From an optimization exercise on the open Yosys and OpenROAD flow, aimed at small area; shortcuts taken in it are not production practice.
Where RTL was checked, it was by simulation tests only, not by an equivalence proof against the original.
Power figures rest on the tool's default switching activity, not on a simulated workload.

== the baseline ==
==> module pc_mux, before the edit <==
module pc_mux(input [31:0] target, pc4, input s, input s_n, output [31:0] y);
    assign y = (target & {32{s}}) | (pc4 & {32{s_n}});
endmodule
==> module rf_wmux, before the edit <==
module rf_wmux(input [31:0] d, input [31:0] q, input we, input we_n, output [31:0] y);
    assign y = (d & {32{we}}) | (q & {32{we_n}});
endmodule
Settings: LEC_CHECK=0, CAP_MARGIN=20, CORE_MARGIN=2, CORE_UTILIZATION=60, GPL_TIMING_DRIVEN=1, SLEW_MARGIN=20, SYNTH_HIERARCHICAL=1; clock period 6.3 ns.
standard.sh (not shown) runs the stock make flow with config.mk's settings and CLKGATE_MAP_FILE= SYNTH_SCRIPT=/design/flow/synth_recipe.tcl, a recipe that flattens the netlist after the stock synthesis.
==> flow/flow/run.sh <==
#!/bin/bash
# Layout flow: the standard flow (standard.sh) with these changes:
#  - the port buffers are the smallest buffer cell (buf_1);
#  - the clock tree is built from clkbuf_8, with clkbuf_4 driving
#    clusters of at most 9 sinks, without dummy loads;
#  - the larger buffers (buf_6 and up) are not used, so that repair
#    buffers the high-fanout nets with small buffers;
#  - the buffers synthesis made are removed before placement
#    (REMOVE_ABC_BUFFERS), as the standard flow's timing-driven
#    placement would.
# Each step's full log is under orfs/logs; standard.sh's own output goes
# to standard.log.
set -e
PLATFORM_DONT_USE="$(sed -n '/^export DONT_USE_CELLS += /,/^#/p' $FLOW_HOME/platforms/sky130hd/config.mk | grep -o 'sky130_fd_sc_hd__[a-z0-9_]*' | tr '\n' ' ')"
EXTRA_DONT_USE="sky130_fd_sc_hd__buf_6 sky130_fd_sc_hd__buf_8 sky130_fd_sc_hd__buf_12 sky130_fd_sc_hd__buf_16 sky130_fd_sc_hd__bufbuf_8 sky130_fd_sc_hd__bufbuf_16"
export BUFFER_PORTS_ARGS="-buffer_cell sky130_fd_sc_hd__buf_1"
export CTS_ARGS="-sink_clustering_enable -repair_clock_nets -buf_list sky130_fd_sc_hd__clkbuf_8 -sink_clustering_buffer sky130_fd_sc_hd__clkbuf_4 -sink_clustering_size 9 -sink_clustering_max_diameter 35 -dont_use_dummy_load"
bash standard.sh "DONT_USE_CELLS=$PLATFORM_DONT_USE $EXTRA_DONT_USE" REMOVE_ABC_BUFFERS=1 finish > standard.log 2>&1
diff inputs: the baseline => the candidate
diff --git a/flow/design.v b/flow/design.v
--- a/flow/design.v
+++ b/flow/design.v
@@ -59,7 +59,12 @@
     assign PC_out_IF = PC_q;
 endmodule
 module pc_mux(input [31:0] target, pc4, input s, input s_n, output [31:0] y);
-    assign y = (target & {32{s}}) | (pc4 & {32{s_n}});
+    genvar b;
+    generate
+        for (b = 0; b < 32; b = b + 1) begin : m
+            cell_ao22 c(.a1(target[b]), .a2(s), .b1(pc4[b]), .b2(s_n), .y(y[b]));
+        end
+    endgenerate
 endmodule
 module IF_reg_ID(
     input wire clk_IFID,
@@ -126,7 +131,12 @@
     endgenerate
 endmodule
 module rf_wmux(input [31:0] d, input [31:0] q, input we, input we_n, output [31:0] y);
-    assign y = (d & {32{we}}) | (q & {32{we_n}});
+    genvar b;
+    generate
+        for (b = 0; b < 32; b = b + 1) begin : m
+            cell_ao22 c(.a1(d[b]), .a2(we), .b1(q[b]), .b2(we_n), .y(y[b]));
+        end
+    endgenerate
 endmodule
 module rf_rbit(input [31:1] d, input [31:1] s, output y);
     wire [10:0] t;
@@ -159,6 +169,9 @@
 module cell_or3(input a, b, c, output y);
     assign y = a | b | c;
 endmodule
+module cell_ao22(input a1, a2, b1, b2, output y);
+    assign y = (a1 & a2) | (b1 & b2);
+endmodule
 module cell_inv(input a, output y);
     assign y = ~a;
 endmodule
[summary]
- Signal arrival time at the worst endpoint (the candidate over the baseline): decrease, 0.03 ns
- ~same critical path depth in the candidate and the baseline
- Compared the candidate against the baseline; ratio of routed vias to standard cells within noise.
- Taking the baseline as the reference point, the number of iterations in the first detailed-routing pass of the candidate rises by 4.
- Going from the baseline to the candidate, the post-detailed-routing wire length was found to have gone down by about 2.2%.
- The count of clock-buffer cells in the layout of the candidate is lower than that of the baseline.
- Tightest slew margin relative to the limit, the candidate and the baseline: smaller value in the candidate
- When the candidate is measured against the baseline, its clock share of power turns out 0.3 points lower.
- The candidate supports a higher top clock frequency than the baseline.
- [the candidate] wire length on met1 fell about 2.6% relative to the baseline

Another version of the RTL of Pipeline_CPU (not shown whole).
For scale: ~4,900 cells after synthesis, about 290 I/O pins.
==> module add_32, before the edit <==
module add_32(
    input  [31:0] a,
    input  [31:0] b,
    input         ci,
    output [31:0] c,
    output        co
);
    wire [31:0] p, g;
    add_pg pg(.a(a), .b(b), .p(p), .g(g));
    alu_carry carry(.p(p), .g(g), .ci(ci), .s(c), .co(co));
endmodule
==> module ID_reg_Ex, before the edit <==
module ID_reg_Ex(
    input clk_IDEX,
    input rst_IDEX,
    input [31:0] PC_in_IDEX,
    input [31:0] inst_in_IDEX,
    input [3:0] ImmType_in_IDEX,
    input [31:0] Rs1_in_IDEX,
    input [31:0] Rs2_in_IDEX,
    input ALUSrc_B_in_IDEX,
    input Sub_in_IDEX,
    output reg [31:0] PC_out_IDEX,
    output [31:2] inst_out_IDEX,
    output reg [3:0] ImmType_out_IDEX,   
    output reg [31:0] Rs1_out_IDEX,
    output reg [31:0] Rs2_out_IDEX,
    output reg ALUSrc_B_out_IDEX,
    output reg ALUSrc_B_n_out_IDEX,      
    output reg Sub_out_IDEX
);
    localparam [31:2] INV = 30'b1;
    reg [31:2] ir;
    always @ (posedge clk_IDEX) begin
        Rs1_out_IDEX <= Rs1_in_IDEX;
    end
    always @ (posedge clk_IDEX or posedge rst_IDEX) begin
        if (rst_IDEX) begin
            PC_out_IDEX <= 32'b0;
            ir <= 30'b0;
            ImmType_out_IDEX <= 4'b0;
            Rs2_out_IDEX <= 32'b0;
            ALUSrc_B_out_IDEX <= 1'b0;
            ALUSrc_B_n_out_IDEX <= 1'b1;
            Sub_out_IDEX <= 1'b0;
        end
        else begin
            PC_out_IDEX <= PC_in_IDEX;
            ir <= inst_in_IDEX[31:2] ^ INV;
            ImmType_out_IDEX <= ImmType_in_IDEX;
            Rs2_out_IDEX <= Rs2_in_IDEX;
            ALUSrc_B_out_IDEX <= ALUSrc_B_in_IDEX;
            ALUSrc_B_n_out_IDEX <= ~ALUSrc_B_in_IDEX;
            Sub_out_IDEX <= Sub_in_IDEX;
        end
    end
    assign inst_out_IDEX = ir ^ INV;
endmodule
==> module ALU, before the edit <==
module ALU (
  input [31:0]  A,
  input [31:0]  B_n,          
  input [3:0]   ALU_operation,
  input         sub,           
  output [31:0] res
);
  wire [3:0] op = ALU_operation;
  wire sub_n = ~sub;
  wire c_and = op[3:1] == 3'b000;                    
  wire c_xor = op[3:2] == 2'b00 & (op[1] | op[0]);   
  wire s_sum = op[3:2] == 2'b01;
  wire s_sr  = op[3:2] == 2'b10 & op[0];
  wire s_sl  = op[3:2] == 2'b10 & ~op[0];
  wire s_lt  = op[3:2] == 2'b11;
  wire [31:0] g, p, sum;
  wire co;
  genvar i;
  generate
    for (i = 0; i < 32; i = i + 1) begin : pg
      wire bx;
      cell_xor2 x(.a(B_n[i]), .b(sub_n), .y(bx));    
      cell_ha h(.a(A[i]), .b(bx), .c(g[i]), .s(p[i]));
    end
  endgenerate
  alu_carry carry(.p(p), .g(g), .ci(~sub_n), .s(sum), .co(co));
  wire lt = op[0] ? ~co : (p[31] ? sum[31] : A[31]);
  wire lt_n;
  cell_nand2 ltn(.a(s_lt), .b(lt), .y(lt_n));
  wire [31:0] sr;
  alu_shift shifter(.A(A), .s_n(B_n[4:0]), .left(~op[0]), .sr(sr));
  alu_result result(.g(g), .p(p), .sum(sum), .sr(sr), .lt_n(lt_n),
                    .c_and(c_and), .c_xor(c_xor), .s_sum(s_sum), .s_sr(s_sr), .s_sl(s_sl), .res(res));
endmodule
==> module alu_carry, before the edit <==
module alu_carry(
  input  [31:0] p,
  input  [31:0] g,
  input         ci,
  output [31:0] s,
  output        co
);
  reg [31:0] pp, gg;
  integer i, j;
  always @* begin
    pp = p;
    gg = g;
    gg[0] = gg[0] | (pp[0] & ci);
    for (i = 1; i <= 5; i = i + 1)
      for (j = 2**i - 1; j < 32; j = j + 2**i) begin
        gg[j] = gg[j] | (pp[j] & gg[j - 2**(i-1)]);
        pp[j] = pp[j] & pp[j - 2**(i-1)];
      end
    for (i = 5; i > 0; i = i - 1)
      for (j = 2**i + 2**(i-1) - 1; j < 32; j = j + 2**i) begin
        gg[j] = gg[j] | (pp[j] & gg[j - 2**(i-1)]);
        pp[j] = pp[j] & pp[j - 2**(i-1)];
      end
  end
  assign s = p ^ {gg[30:0], ci};
  assign co = gg[31];
endmodule
==> module Pipeline_Ex, before the edit <==
module Pipeline_Ex(
    input [31:0] PC_in_EX,
    input [31:2] Inst_in_EX,
    input [3:0] ImmType_in_EX,
    input [31:0] Rs1_in_EX,
    input [31:0] Rs2_in_EX,
    input ALUSrc_B_in_EX,
    input ALUSrc_B_n_in_EX,
    input Sub_in_EX,
    output [31:0] PC_out_EX,
    output [31:0] PC4_out_EX,
    output [31:0] ALU_out_EX,
    output [4:0] Rd_addr_EX,
    output [1:0] Br_EX,
    output MemRW_EX,
    output MemtoReg_EX,
    output PCtoReg_EX,
    output RegWrite_EX
);
wire [31:0] imm;
wire [30:0] imm30;
assign imm = {Inst_in_EX[31], imm30};
wire [3:0] aluctl;
ImmGen ImmGen_0(
    .ImmType(ImmType_in_EX),
    .inst_field(Inst_in_EX),
    .Imm_out(imm30)
);
SCPU_ctrl SCPU_ctrl_0(
    .OPcode(Inst_in_EX[6:2]),
    .Fun3(Inst_in_EX[14:12]),
    .Fun7(Inst_in_EX[30]),
    .MemtoReg(MemtoReg_EX),
    .PCtoReg(PCtoReg_EX),
    .Br(Br_EX),
    .RegWrite(RegWrite_EX),
    .MemRW(MemRW_EX),
    .ALU_Control(aluctl)
);
assign Rd_addr_EX = Inst_in_EX[11:7];
add_32 target(
    .a(PC_in_EX),
    .b(imm),
    .ci(1'b0),
    .co(),
    .c(PC_out_EX)
);
inc30 pc4(.a(PC_in_EX), .y(PC4_out_EX));
wire [31:0] b_n;
bmux bsel(.rs2(Rs2_in_EX), .imm(imm), .s(ALUSrc_B_in_EX), .s_n(ALUSrc_B_n_in_EX), .y_n(b_n));
ALU alu_inst(
    .A(Rs1_in_EX),
    .B_n(b_n),
    .ALU_operation(aluctl),
    .sub(Sub_in_EX),
    .res(ALU_out_EX)
);
endmodule
clock: 6.3 ns
lec_check: 0
cap_margin: 20
core_margin: 2
core_utilization: 60
gpl_timing_driven: 0
slew_margin: 20
synth_hierarchical: 1
==> flow/flow/run.sh <==
#!/bin/bash
# Layout flow: the standard flow (standard.sh) with these changes:
#  - the port buffers are the smallest buffer cell (buf_1);
#  - the clock tree is built from clkbuf_8, with clkbuf_4 driving
#    clusters of at most 8
#    sinks, without dummy loads;
#  - the larger buffers (buf_6 and up) are not used, so that repair
#    buffers the high-fanout nets with small buffers;
#  - the buffers synthesis made are removed before placement
#    (REMOVE_ABC_BUFFERS), as the standard flow's timing-driven
#    placement would.
# Each step's full log is under orfs/logs; standard.sh's own output goes
# to standard.log.
set -e
PLATFORM_DONT_USE="$(sed -n '/^export DONT_USE_CELLS += /,/^#/p' $FLOW_HOME/platforms/sky130hd/config.mk | grep -o 'sky130_fd_sc_hd__[a-z0-9_]*' | tr '\n' ' ')"
EXTRA_DONT_USE="sky130_fd_sc_hd__buf_6 sky130_fd_sc_hd__buf_8 sky130_fd_sc_hd__buf_12 sky130_fd_sc_hd__buf_16 sky130_fd_sc_hd__bufbuf_8 sky130_fd_sc_hd__bufbuf_16"
export BUFFER_PORTS_ARGS="-buffer_cell sky130_fd_sc_hd__buf_1"
export CTS_ARGS="-sink_clustering_enable -repair_clock_nets -buf_list sky130_fd_sc_hd__clkbuf_8 -sink_clustering_buffer sky130_fd_sc_hd__clkbuf_4 -sink_clustering_size 8 -sink_clustering_max_diameter 35 -dont_use_dummy_load"
bash standard.sh "DONT_USE_CELLS=$PLATFORM_DONT_USE $EXTRA_DONT_USE" REMOVE_ABC_BUFFERS=1 finish > standard.log 2>&1
The starting point completed with no timing, DRC or antenna violations.
Change:
--- a/flow/design.v
+++ b/flow/design.v
@@ -1,15 +1,14 @@
 module add_32(
     input  [31:0] a,
     input  [31:0] b,
     input         ci,
-    output [31:0] c,
-    output        co
+    output [31:0] c
 );
     wire [31:0] p, g;
     add_pg pg(.a(a), .b(b), .p(p), .g(g));
-    alu_carry carry(.p(p), .g(g), .ci(ci), .s(c), .co(co));
+    alu_carry carry(.p(p), .g(g), .ci(ci), .s(c), .c31());
 endmodule
 module add_pg(input [31:0] a, input [31:0] b, output [31:0] p, output [31:0] g);
     assign p = a ^ b;
     assign g = a & b;
 endmodule
@@ -329,36 +328,40 @@
     output reg [31:0] Rs2_out_IDEX,
     output reg ALUSrc_B_out_IDEX,
     output reg ALUSrc_B_n_out_IDEX,      
     output reg Sub_out_IDEX
 );
-    localparam [31:2] INV = 30'b1;
-    reg [31:2] ir;
+    reg [31:12] ir_hi;
+    reg [11:7] ir_rd;
+    reg [6:2] ir_op;
     always @ (posedge clk_IDEX) begin
         Rs1_out_IDEX <= Rs1_in_IDEX;
+        ir_rd <= inst_in_IDEX[11:7];
     end
     always @ (posedge clk_IDEX or posedge rst_IDEX) begin
         if (rst_IDEX) begin
             PC_out_IDEX <= 32'b0;
-            ir <= 30'b0;
+            ir_hi <= 20'b0;
+            ir_op <= 5'b0;
             ImmType_out_IDEX <= 4'b0;
             Rs2_out_IDEX <= 32'b0;
             ALUSrc_B_out_IDEX <= 1'b0;
             ALUSrc_B_n_out_IDEX <= 1'b1;
             Sub_out_IDEX <= 1'b0;
         end
         else begin
             PC_out_IDEX <= PC_in_IDEX;
-            ir <= inst_in_IDEX[31:2] ^ INV;
+            ir_hi <= inst_in_IDEX[31:12];
+            ir_op <= inst_in_IDEX[6:2] ^ 5'b00001;
             ImmType_out_IDEX <= ImmType_in_IDEX;
             Rs2_out_IDEX <= Rs2_in_IDEX;
             ALUSrc_B_out_IDEX <= ALUSrc_B_in_IDEX;
             ALUSrc_B_n_out_IDEX <= ~ALUSrc_B_in_IDEX;
             Sub_out_IDEX <= Sub_in_IDEX;
         end
     end
-    assign inst_out_IDEX = ir ^ INV;
+    assign inst_out_IDEX = {ir_hi, ir_rd, ir_op ^ 5'b00001};
 endmodule
 module ALU (
   input [31:0]  A,
   input [31:0]  B_n,          
   input [3:0]   ALU_operation,
@@ -372,34 +375,33 @@
   wire s_sum = op[3:2] == 2'b01;
   wire s_sr  = op[3:2] == 2'b10 & op[0];
   wire s_sl  = op[3:2] == 2'b10 & ~op[0];
   wire s_lt  = op[3:2] == 2'b11;
   wire [31:0] g, p, sum;
-  wire co;
+  wire c31;
   genvar i;
   generate
     for (i = 0; i < 32; i = i + 1) begin : pg
       wire bx;
       cell_xor2 x(.a(B_n[i]), .b(sub_n), .y(bx));    
       cell_ha h(.a(A[i]), .b(bx), .c(g[i]), .s(p[i]));
     end
   endgenerate
-  alu_carry carry(.p(p), .g(g), .ci(~sub_n), .s(sum), .co(co));
-  wire lt = op[0] ? ~co : (p[31] ? sum[31] : A[31]);
-  wire lt_n;
-  cell_nand2 ltn(.a(s_lt), .b(lt), .y(lt_n));
+  alu_carry carry(.p(p), .g(g), .ci(~sub_n), .s(sum), .c31(c31));
+  wire lt_early = op[0] ? ~g[31] : A[31];
+  wire lt_n = ~(s_lt & (p[31] ? ~c31 : lt_early));
   wire [31:0] sr;
   alu_shift shifter(.A(A), .s_n(B_n[4:0]), .left(~op[0]), .sr(sr));
   alu_result result(.g(g), .p(p), .sum(sum), .sr(sr), .lt_n(lt_n),
                     .c_and(c_and), .c_xor(c_xor), .s_sum(s_sum), .s_sr(s_sr), .s_sl(s_sl), .res(res));
 endmodule
 module alu_carry(
   input  [31:0] p,
   input  [31:0] g,
   input         ci,
   output [31:0] s,
-  output        co
+  output        c31          
 );
   reg [31:0] pp, gg;
   integer i, j;
   always @* begin
     pp = p;
@@ -415,11 +417,11 @@
         gg[j] = gg[j] | (pp[j] & gg[j - 2**(i-1)]);
         pp[j] = pp[j] & pp[j - 2**(i-1)];
       end
   end
   assign s = p ^ {gg[30:0], ci};
-  assign co = gg[31];
+  assign c31 = gg[30];
 endmodule
 module alu_shift(input [31:0] A, input [4:0] s_n, input left, output [31:0] sr);
   wire [31:0] v0, v1, v2, v3, v4, v5;
   wire [4:0] s;
   genvar k;
@@ -518,11 +520,10 @@
 assign Rd_addr_EX = Inst_in_EX[11:7];
 add_32 target(
     .a(PC_in_EX),
     .b(imm),
     .ci(1'b0),
-    .co(),
     .c(PC_out_EX)
 );
 inc30 pc4(.a(PC_in_EX), .y(PC4_out_EX));
 wire [31:0] b_n;
 bmux bsel(.rs2(Rs2_in_EX), .imm(imm), .s(ALUSrc_B_in_EX), .s_n(ALUSrc_B_n_in_EX), .y_n(b_n));
After rerunning: Cell count does not change. Via count grows slightly. Design area is about the same. First-iteration DRC count climbs by a few percent. Clock power rises slightly. Total power increases slightly. Non-clock buffer count rose by 12. Core utilization went up by 0.22 points. Flip-flop and latch count does not change. Critical path depth shrinks by 1.
No functional check of the RTL was part of any run of this note.

## what the ideal ports hide
How much do the figures lean on ideal ports? The routed layouts below were timed once more, with nothing changed but the port constraints.
Step 1, drivers: a clkbuf_16 drives clk and a buf_2 each remaining input, both assumed.
Step 2, shift: input delay + t, output delay - t, t = (earliest + latest rising clock arrival at the registers) / 2. This alone moves slack from input paths to output paths.
a / b / c = ideal / step 1 / step 2; a / b = the first two.
run | t (ns) | setup slack, ns | worst slew at a driven data input, ns
the baseline | 0.955 | 0.201 / 0.122 / 0.249 | 0.08
the candidate | 0.947 | 0.229 / 0.154 / 0.276 | 0.06
the first run of note 2 | 0.929 | 0.204 / 0.129 / 0.209 | 0.08
the second run of note 2 | 0.957 | 0.069 / -0.007 / 0.281 | 0.07
After both steps setup and hold are still met in every run listed.
